What follows belongs to an exercise in optimizing a design on an open flow for small area and a short achievable clock period; a production flow would make more cautious choices. Only simulation tests tie the RTL to the original design; equivalence was not proved. Power and IR drop assume default switching activity. No driver is modelled on the clock port, so clocking that relies on it looks cheaper here than on a real chip.

Design fir_filter, start of the top module:
module fir_filter (
    input clk,
    input rst,
    input clk_enable,
    input [2:0] filter_sel,
    input  signed [15:0] filter_in,
    output signed [15:0] filter_out
);
For scale: roughly 2900 cells after synthesis, ~1200 flip-flops, roughly 0.036 mm2 of cells after synthesis.
clock: 13.5 ns
lec_check: 0
abc_area: 1
cap_margin: 20
core_margin: 2
core_utilization: 60
slew_margin: 20
synth_memory_max_bits: 65536
standard.sh (not shown) runs the stock make flow with config.mk's settings and CLKGATE_MAP_FILE= SYNTH_SCRIPT=/design/flow/synth_recipe.tcl, a recipe that flattens the netlist after the stock synthesis.
==> flow/flow/run.sh <==
#!/bin/bash
# Own layout flow: the standard layout (standard.sh: ORFS synthesis and
# place-and-route with the standard flow's config and constraints), with these changes:
#  - synthesis: synth_recipe.tcl with Yosys's quick ABC pass inside 'synth'
#    skipped (-noabc), so the adders reach extract_fa as written; registers and
#    their names are the same as the standard synthesis's,
#  - ABC maps the logic with flow/abc.script in place of ORFS's script,
#  - the port buffers that ORFS inserts are sky130_fd_sc_hd__buf_4,
#  - clock tree synthesis: clusters of up to 30 sinks within 90 um, clkbuf_16
#    buffers, no dummy loads,
#  - timing repair (ORFS's repair_timing after CTS and global routing) aims for
#    a setup slack of 9.5 ns against the design's 13.5 ns clock (the SDC is
#    unchanged), so it also mends paths slower than 4 ns.
# ORFS's scripts are copied into this folder and only the ABC scripts replaced.
# Every tool's output is in orfs/logs/ (one log per step) and flow_make.log.
set -euo pipefail
W="$(pwd)"
rm -rf "$W/scripts_own"
cp -r "$FLOW_HOME/scripts" "$W/scripts_own"
cp "$W/flow/abc.script" "$W/scripts_own/abc_area.script"
cp "$W/flow/abc.script" "$W/scripts_own/abc_speed.script"
sed 's/yosys synth -nofsm -noshare {\*}\$args/yosys synth -nofsm -noshare -noabc {*}$args/' \
  "$W/synth_recipe.tcl" > "$W/own_synth.tcl"
grep -q -- '-noabc' "$W/own_synth.tcl"
sed "s#synth_recipe\.tcl#own_synth.tcl#g" "$W/standard.sh" > "$W/own_standard.sh"
grep -q own_synth.tcl "$W/own_standard.sh"
export SCRIPTS_DIR="$W/scripts_own"
export SETUP_SLACK_MARGIN=9.5
export BUFFER_PORTS_ARGS="-buffer_cell sky130_fd_sc_hd__buf_4"
export CTS_ARGS="-sink_clustering_enable -repair_clock_nets -dont_use_dummy_load -sink_clustering_size 30 -sink_clustering_max_diameter 90 -buf_list sky130_fd_sc_hd__clkbuf_16"
bash "$W/own_standard.sh" > "$W/flow_make.log" 2>&1
==> flow/flow/abc.script <==
strash
dc2
drw
dch -f
map
topo
stime -c
buffer -c
upsize -c
dnsize -c
The baseline completed with no timing, DRC or antenna violations.
Rerun with:
==> flow/flow/abc.script (replaced) <==
strash
dc2
dch -f
map
Setup slack degrades by 95 ps; non-clock buffer count is lower by 9; via count is higher by 2.0%; routed wire length is higher by 3.4%; global-route usage is higher by 1.3 points; flip-flop and latch count does not change.
Rerun with:
==> flow/flow/abc.script (replaced) <==
strash
dc2
dch -f
map
topo
stime -c
buffer -c
upsize -c
dnsize -c
The new run produced a clean layout.
Clock power barely changes.
Maximum frequency goes up by about 3.4%.
Design area is higher by 0.47%.
Wire length decreases by 2.1%.
Core utilization went down by 0.91 points.
Flip-flop and latch count does not change.

fir_filter again, from the RTL that the note above started with.
## fir_filter
module fir_filter (
    input clk,
    input rst,
    input clk_enable,
    input [2:0] filter_sel,
    input  signed [15:0] filter_in,
    output signed [15:0] filter_out
);
  wire phase;
  wire [5:0] age;
  wire [4:0] tap;
  wire upper;
  wire phase_q;
  wire [6:0] since;
  wire [5:0] filled;
  wire signed [15:0] sample_q;
  wire [6:0] neg_q, one_q, two_q;
  wire win_q;
  wire [2:0] sel_q;
  counter u_counter (
      .clk(clk),
      .rst(rst),
      .clk_enable(clk_enable),
      .phase(phase),
      .tap(tap),
      .upper(upper),
      .age(age),
      .phase_q(phase_q),
      .since(since),
      .filled(filled)
  );
  delay_pipeline u_delay_pipeline (
      .clk(clk),
      .phase(phase),
      .age(age),
      .filter_in(filter_in),
      .sample_q(sample_q)
  );
  coeffs u_coeffs (
      .clk(clk),
      .filter_sel(filter_sel),
      .age(age),
      .tap(tap),
      .upper(upper),
      .phase_q(phase_q),
      .since(since),
      .filled(filled),
      .neg_q(neg_q),
      .one_q(one_q),
      .two_q(two_q),
      .win_q(win_q),
      .sel_q(sel_q)
  );
  compute u_compute (
      .clk(clk),
      .rst(rst),
      .phase(phase),
      .since(since),
      .filled(filled),
      .sel_q(sel_q),
      .sample_q(sample_q),
      .neg_q(neg_q),
      .one_q(one_q),
      .two_q(two_q),
      .win_q(win_q),
      .filter_out(filter_out)
  );
endmodule
export LEC_CHECK = 0
export ABC_AREA = 1
export CAP_MARGIN = 20
export CORE_MARGIN = 2
export CORE_UTILIZATION = 64
export SLEW_MARGIN = 20
export SYNTH_MEMORY_MAX_BITS = 65536
create_clock -name core_clock -period 13.5 [get_ports {clk}]
==> flow/flow/abc.script <==
strash
dc2
dch -f
map
topo
stime -c
buffer -c
upsize -c
dnsize -c
Scripts as last shown in full above: flow/flow/run.sh
The first run completed with no timing, DRC or antenna violations.
Then changed:
--- a/flow/flow/run.sh
+++ b/flow/flow/run.sh
@@ -28,4 +28,4 @@
 export SETUP_SLACK_MARGIN=9.5
 export BUFFER_PORTS_ARGS="-buffer_cell sky130_fd_sc_hd__buf_4"
-export CTS_ARGS="-sink_clustering_enable -repair_clock_nets -dont_use_dummy_load -sink_clustering_size 30 -sink_clustering_max_diameter 90 -buf_list sky130_fd_sc_hd__clkbuf_16"
+export CTS_ARGS="-sink_clustering_enable -repair_clock_nets -dont_use_dummy_load -sink_clustering_size 34 -sink_clustering_max_diameter 90 -buf_list sky130_fd_sc_hd__clkbuf_16"
 bash "$W/own_standard.sh" > "$W/flow_make.log" 2>&1
--- a/flow/config.mk
+++ b/flow/config.mk
@@ -9,5 +9,5 @@
 export CAP_MARGIN = 20
 export CORE_MARGIN = 2
-export CORE_UTILIZATION = 64
+export CORE_UTILIZATION = 60
 export SLEW_MARGIN = 20
 export SYNTH_MEMORY_MAX_BITS = 65536
What happened:
- The new run ran to the end with no violations
- wire length came out lower by roughly a tenth
- first-iteration DRC count came out lower by roughly a tenth
- utilization came out lower by 4.6 points
- clock-buffer cell count came out lower by 5
- final cell count came out higher slightly
- synthesized area is unchanged
- sequential share of layout area came out higher by 0.15 points
- setup slack gains 0.047 ns
- sequential power came out lower slightly
Then changed:
--- a/flow/flow/run.sh
+++ b/flow/flow/run.sh
@@ -7,5 +7,5 @@
 #  - ABC maps the logic with flow/abc.script in place of ORFS's script,
 #  - the port buffers that ORFS inserts are sky130_fd_sc_hd__buf_4,
-#  - clock tree synthesis: clusters of up to 30 sinks within 90 um, clkbuf_16
+#  - clock tree synthesis: clusters of up to 26 sinks within 70 um, clkbuf_16
 #    buffers, no dummy loads,
 #  - timing repair (ORFS's repair_timing after CTS and global routing) aims for
@@ -28,4 +28,4 @@
 export SETUP_SLACK_MARGIN=9.5
 export BUFFER_PORTS_ARGS="-buffer_cell sky130_fd_sc_hd__buf_4"
-export CTS_ARGS="-sink_clustering_enable -repair_clock_nets -dont_use_dummy_load -sink_clustering_size 34 -sink_clustering_max_diameter 90 -buf_list sky130_fd_sc_hd__clkbuf_16"
+export CTS_ARGS="-sink_clustering_enable -repair_clock_nets -dont_use_dummy_load -sink_clustering_size 26 -sink_clustering_max_diameter 70 -buf_list sky130_fd_sc_hd__clkbuf_16"
 bash "$W/own_standard.sh" > "$W/flow_make.log" 2>&1
After rerunning: The new run went through all stages and came out clean. Setup slack got worse by 0.032 ns. Register-to-register slack loses 0.03 ns. Area after synthesis does not change. Die area does not change. Power goes up by 1.9%. Design area went up by about 0.7%. Wire length rises by 2.6%. Combinational power hardly moves. Hold slack gains 0.0077 ns.

## port drivers added, routing unchanged
Ports are ideal in the flow. The routed layouts listed here were re-timed in OpenROAD. Step 1 (the two cells are an assumption about what drives the block):
set clk [get_ports {clk}]
set_driving_cell -lib_cell sky130_fd_sc_hd__clkbuf_16 $clk
set_driving_cell -lib_cell sky130_fd_sc_hd__buf_2 [delete_from_list [all_inputs] $clk]
Step 2 adds t to the input delays and takes it off the output delays; t is the mean of the earliest and latest rising clock arrival at the registers after step 1. Input paths then give back, and output paths get back, about the clock's delay inside the block. Three values: no drivers, after step 1, after step 2; two values: the first two.
run | t, ns | setup WS [ns] | hold WS [ns] | worst setup path after step 2 | worst slew at a driven data input, ns
the first run of note 1 | 0.661 | 9.615 / 9.551 / 9.228 | 0.302 / 0.302 / 0.302 | input to register | 0.06
the second run of note 1 | 0.652 | 9.520 / 9.520 / 9.139 | 0.277 / 0.277 / 0.277 | input to register | 0.05
the third run of note 1 | 0.654 | 9.650 / 9.587 / 9.240 | 0.301 / 0.301 / 0.301 | input to register | 0.05
the first run of note 2 | 0.640 | 9.586 / 9.522 / 9.095 | 0.285 / 0.285 / 0.285 | input to register | 0.05
the second run of note 2 | 0.636 | 9.633 / 9.570 / 9.236 | 0.286 / 0.286 / 0.286 | input to register | 0.05
the third run of note 2 | 0.665 | 9.601 / 9.539 / 9.266 | 0.293 / 0.293 / 0.293 | input to register | 0.05
After both steps setup and hold are still met in every run listed. The setup slack of the first run of note 2, which loses most, moves by -0.064 ns with the drivers and by -0.491 ns with both steps.
